This is an optimization exercise on Yosys and OpenROAD, whose aim is small area, not a production implementation. At most, simulation tests tie the RTL to the original design; equivalence was not proved. No activity file was given, so power comes from the tool's default toggle rates.

==> try-cedar <==
## iwm
module iwm
(
	input clk,
	input cep,
	input cen,
	input _reset,
	input selectIWM,
	input _cpuRW,
	input _cpuLDS,
	input [15:0] dataIn,
	input [3:0] cpuAddrRegHi,
	input SEL,  
	input driveSel,  
	output [15:0] dataOut,
	input [1:0] insertDisk,
	output [1:0] diskEject,
	input [1:0] diskSides,
	output [1:0] diskMotor,
	output [1:0] diskAct,
	output [21:0] dskReadAddrInt,
	input dskReadAckInt,
	output [21:0] dskReadAddrExt,
	input dskReadAckExt,
	input [7:0] dskReadData
);
	reg [7:0] dataOutLo;
	assign dataOut = { 8'hBE, dataOutLo };
	reg ca0, ca1, ca2, lstrb, selectExternalDrive, q6, q7;
	reg diskEnableExt, diskEnableInt;
	reg [7:0] readDataLatch;
	reg [4:0] iwmMode;
	wire access = selectIWM & ~_cpuLDS;
	wire [7:0] hit = access ? (8'd1 << cpuAddrRegHi[3:1]) : 8'd0;
	wire bitVal = cpuAddrRegHi[0];
	wire q6Next = hit[6] ? bitVal : q6;
	wire q7Next = hit[7] ? bitVal : q7;
	wire selectExternalDriveNext = hit[5] ? bitVal : selectExternalDrive;
	always @(posedge clk or negedge _reset) begin
		if (_reset == 1'b0) begin
  ...
clock: 10.0 ns
lec_check: 0
abc_area: 1
cap_margin: 20
core_margin: 2
core_utilization: 40
cts_buf_list: sky130_fd_sc_hd__clkbuf_8
cts_cluster_diameter: 50
cts_cluster_size: 20
slew_margin: 20
run.sh (not shown) runs the stock make flow with config.mk's settings and CLKGATE_MAP_FILE= SYNTH_SCRIPT=/design/flow/synth_recipe.tcl, a recipe that flattens the netlist after the stock synthesis.
==> inputs of try-xenon, as changes to try-cedar <==
--- a/flow/design.v
+++ b/flow/design.v
@@ -32,40 +32,27 @@
 	wire sDSUM = state == STATE_DSUM;
 	wire sDTRL = state == STATE_DTRL;
 	wire sWAIT = state == STATE_WAIT;
 	wire [1:0] cnt = count[1:0];
 	wire [2:0] z = track[6:4];
 	wire [3:0] r = track[3:0];
 	wire [3:0] spt = 4'd12 - {1'b0, z};
-	reg [6:0] kq;   
+	reg [9:0] kz;
 	always @(*) begin
 		case (z)
-			3'd0: kq = 7'd0;
-			3'd1: kq = sides ? 7'd24 : 7'd12;
-			3'd2: kq = sides ? 7'd46 : 7'd23;
-			3'd3: kq = sides ? 7'd66 : 7'd33;
-			default: kq = sides ? 7'd84 : 7'd42;
+			3'd0: kz = 10'd0;
+			3'd1: kz = 10'd192;
+			3'd2: kz = 10'd368;
+			3'd3: kz = 10'd528;
+			default: kz = 10'd672;
 		endcase
 	end
-	wire [4:0] q = sides ? { r, side } : r + side;
-	wire [6:0] q4 = (z == 3'd0) ? { q, 2'b00 } : (z == 3'd1 || z == 3'd2) ? { 1'b0, q, 1'b0 } : 7'd0;
-	wire [4:0] q1 = (z == 3'd1 || z == 3'd3) ? q : 5'd0;
-	wire [10:0] ta = { kq, sector }, tb = { 3'b0, q, 3'b000 }, tc = { 4'b0, q4 }, td = { 6'b0, q1 };
-	wire [10:0] s1 = ta ^ tb ^ tc;
-	wire [10:0] c1 = { (ta[9:0] & tb[9:0]) | (ta[9:0] & tc[9:0]) | (tb[9:0] & tc[9:0]), 1'b0 };
-	wire [10:0] s2 = s1 ^ c1 ^ td;
-	wire [10:0] c2 = { (s1[9:0] & c1[9:0]) | (s1[9:0] & td[9:0]) | (c1[9:0] & td[9:0]), 1'b0 };
-	wire [11:0] rc;
-	wire [10:0] upper;
-	assign rc[0] = 1'b0;
-	genvar gi;
-	generate for (gi = 0; gi < 11; gi = gi + 1) begin : rip
-		assign upper[gi] = s2[gi] ^ c2[gi] ^ rc[gi];
-		assign rc[gi+1] = (s2[gi] & c2[gi]) | (rc[gi] & (s2[gi] ^ c2[gi]));
-	end endgenerate
+	wire [9:0] soff = kz + r * spt;
+	wire [10:0] upper = { 1'b0, soff } + (sides ? { 1'b0, soff } : 11'd0) +
+	                    (side ? { 7'd0, spt } : 11'd0) + { 7'd0, sector };
 	reg [10:0] addr_hi;
 	always @(posedge clk) addr_hi <= upper;
 	reg [8:0] src_offset;
 	reg       src_inc;
 	always @(posedge clk) begin
 		src_inc <= ready & strobe;
 		if (!_reset)
CTS_BUF_LIST = default   (was sky130_fd_sc_hd__clkbuf_8)
CTS_CLUSTER_DIAMETER = default   (was 50)
CTS_CLUSTER_SIZE = default   (was 20)
==> comparison <==
- Of try-cedar and try-xenon, try-xenon has the higher synthesized cell count (gap about 3.3%, measured against try-xenon).
- Of try-xenon and try-cedar, try-xenon has the higher clock power (gap 34%, measured against try-cedar).
- Total power: try-xenon is higher than try-cedar (about 27%).
- In try-cedar the combinational power is lower than in try-xenon, by 33%.
- Of try-cedar and try-xenon, try-xenon has the higher utilization (gap 0.65 points).
- Against try-xenon, the worst hold slack of try-cedar is higher by 0.027 ns.
- Clock-buffer cell count: try-cedar is lower than try-xenon (8).
- Against try-cedar, the global-route usage of try-xenon is higher by 0.088 points.
Function not checked in try-xenon: the RTL went through the layout flow alone.

* * *

==> v32: inputs <==
Starting RTL as in the previous note.
make LEC_CHECK=0 ABC_AREA=1 CAP_MARGIN=20 CORE_MARGIN=2 CORE_UTILIZATION=40 CTS_BUF_LIST=sky130_fd_sc_hd__clkbuf_16 CTS_CLUSTER_DIAMETER=60 CTS_CLUSTER_SIZE=30 SLEW_MARGIN=20 finish   # period 10.0 ns
==> inputs of v9, as changes to v32 <==
--- a/flow/design.v
+++ b/flow/design.v
@@ -33,38 +33,25 @@
 	wire sDTRL = state == STATE_DTRL;
 	wire sWAIT = state == STATE_WAIT;
 	wire [1:0] cnt = count[1:0];
 	wire [2:0] z = track[6:4];
 	wire [3:0] r = track[3:0];
 	wire [3:0] spt = 4'd12 - {1'b0, z};
-	reg [6:0] kq;   
+	reg [9:0] kz;
 	always @(*) begin
 		case (z)
-			3'd0: kq = 7'd0;
-			3'd1: kq = sides ? 7'd24 : 7'd12;
-			3'd2: kq = sides ? 7'd46 : 7'd23;
-			3'd3: kq = sides ? 7'd66 : 7'd33;
-			default: kq = sides ? 7'd84 : 7'd42;
+			3'd0: kz = 10'd0;
+			3'd1: kz = 10'd192;
+			3'd2: kz = 10'd368;
+			3'd3: kz = 10'd528;
+			default: kz = 10'd672;
 		endcase
 	end
-	wire [4:0] q = sides ? { r, side } : r + side;
-	wire [6:0] q4 = (z == 3'd0) ? { q, 2'b00 } : (z == 3'd1 || z == 3'd2) ? { 1'b0, q, 1'b0 } : 7'd0;
-	wire [4:0] q1 = (z == 3'd1 || z == 3'd3) ? q : 5'd0;
-	wire [10:0] ta = { kq, sector }, tb = { 3'b0, q, 3'b000 }, tc = { 4'b0, q4 }, td = { 6'b0, q1 };
-	wire [10:0] s1 = ta ^ tb ^ tc;
-	wire [10:0] c1 = { (ta[9:0] & tb[9:0]) | (ta[9:0] & tc[9:0]) | (tb[9:0] & tc[9:0]), 1'b0 };
-	wire [10:0] s2 = s1 ^ c1 ^ td;
-	wire [10:0] c2 = { (s1[9:0] & c1[9:0]) | (s1[9:0] & td[9:0]) | (c1[9:0] & td[9:0]), 1'b0 };
-	wire [11:0] rc;
-	wire [10:0] upper;
-	assign rc[0] = 1'b0;
-	genvar gi;
-	generate for (gi = 0; gi < 11; gi = gi + 1) begin : rip
-		assign upper[gi] = s2[gi] ^ c2[gi] ^ rc[gi];
-		assign rc[gi+1] = (s2[gi] & c2[gi]) | (rc[gi] & (s2[gi] ^ c2[gi]));
-	end endgenerate
+	wire [9:0] soff = kz + r * spt;
+	wire [10:0] upper = { 1'b0, soff } + (sides ? { 1'b0, soff } : 11'd0) +
+	                    (side ? { 7'd0, spt } : 11'd0) + { 7'd0, sector };
 	reg [10:0] addr_hi;
 	always @(posedge clk) addr_hi <= upper;
 	reg [8:0] src_offset;
 	reg       src_inc;
 	always @(posedge clk) begin
 		src_inc <= ready & strobe;
==> flow/config.mk (replaced) <==
export PLATFORM = sky130hd
export DESIGN_NAME = iwm
export DESIGN_NICKNAME = iwm
export VERILOG_FILES = /design/flow/design.v
export SDC_FILE = /design/flow/constraint.sdc
export NUM_CORES = 4
export LEC_CHECK = 0
export CAP_MARGIN = 20
export CORE_MARGIN = 2
export CORE_UTILIZATION = 40
export SLEW_MARGIN = 20
==> flow_metrics.env <==
export IMPL_multi_input_gates=1907
export IMPL_outcome="timing/DRC/antenna clean"
export IMPL_wl_per_cell_um=15.03
export IMPL_use_met1_pct=25.22
# the run above: v32

==> flow_metrics.env <==
export IMPL_yosys_cell_count_top_type="nand2_1"
export IMPL_route_met3_wl_um=2693
export IMPL_outcome="timing/DRC/antenna clean"
export IMPL_cp_required_ns=8.00
export IMPL_synthMuxAreaShare_pct=6.551
export IMPL_multi_input_gates=1697
export IMPL_wl_per_cell_um=17.05
export IMPL_use_met1_pct=24.98
# the run above: v9

Function not checked in v9: the RTL went through the layout flow alone.

## static timing again, ports no longer ideal
The results above use ideal ports. As a check the final layouts listed here were re-extracted and re-timed, cells and wires unchanged.
Step 1 (the two cells are an assumption about what drives the block):
set clk [get_ports {clk}]
set_driving_cell -lib_cell sky130_fd_sc_hd__clkbuf_16 $clk
set_driving_cell -lib_cell sky130_fd_sc_hd__buf_2 [delete_from_list [all_inputs] $clk]
Step 2 times the ports against the registers' clock, not the clock port: input delays grow and output delays shrink by t, the midpoint of the rising clock arrivals with the driver on.
Slacks: ideal / step 1 / step 2; pairs: ideal / step 1.
run | t, ns | setup WS [ns] | worst setup path at the end
try-cedar | 0.693 | 3.367 / 3.395 / 2.703 | input to register
try-xenon | 0.621 | 3.439 / 3.415 / 3.415 | input to output
v32 | 0.629 | 3.266 / 3.298 / 2.669 | input to register
v9 | 0.641 | 2.905 / 2.882 / 2.882 | input to output
After both steps setup and hold are still met in every run listed. The setup slack of try-cedar, which loses most, moves by +0.028 ns with the drivers and by -0.664 ns with both steps.
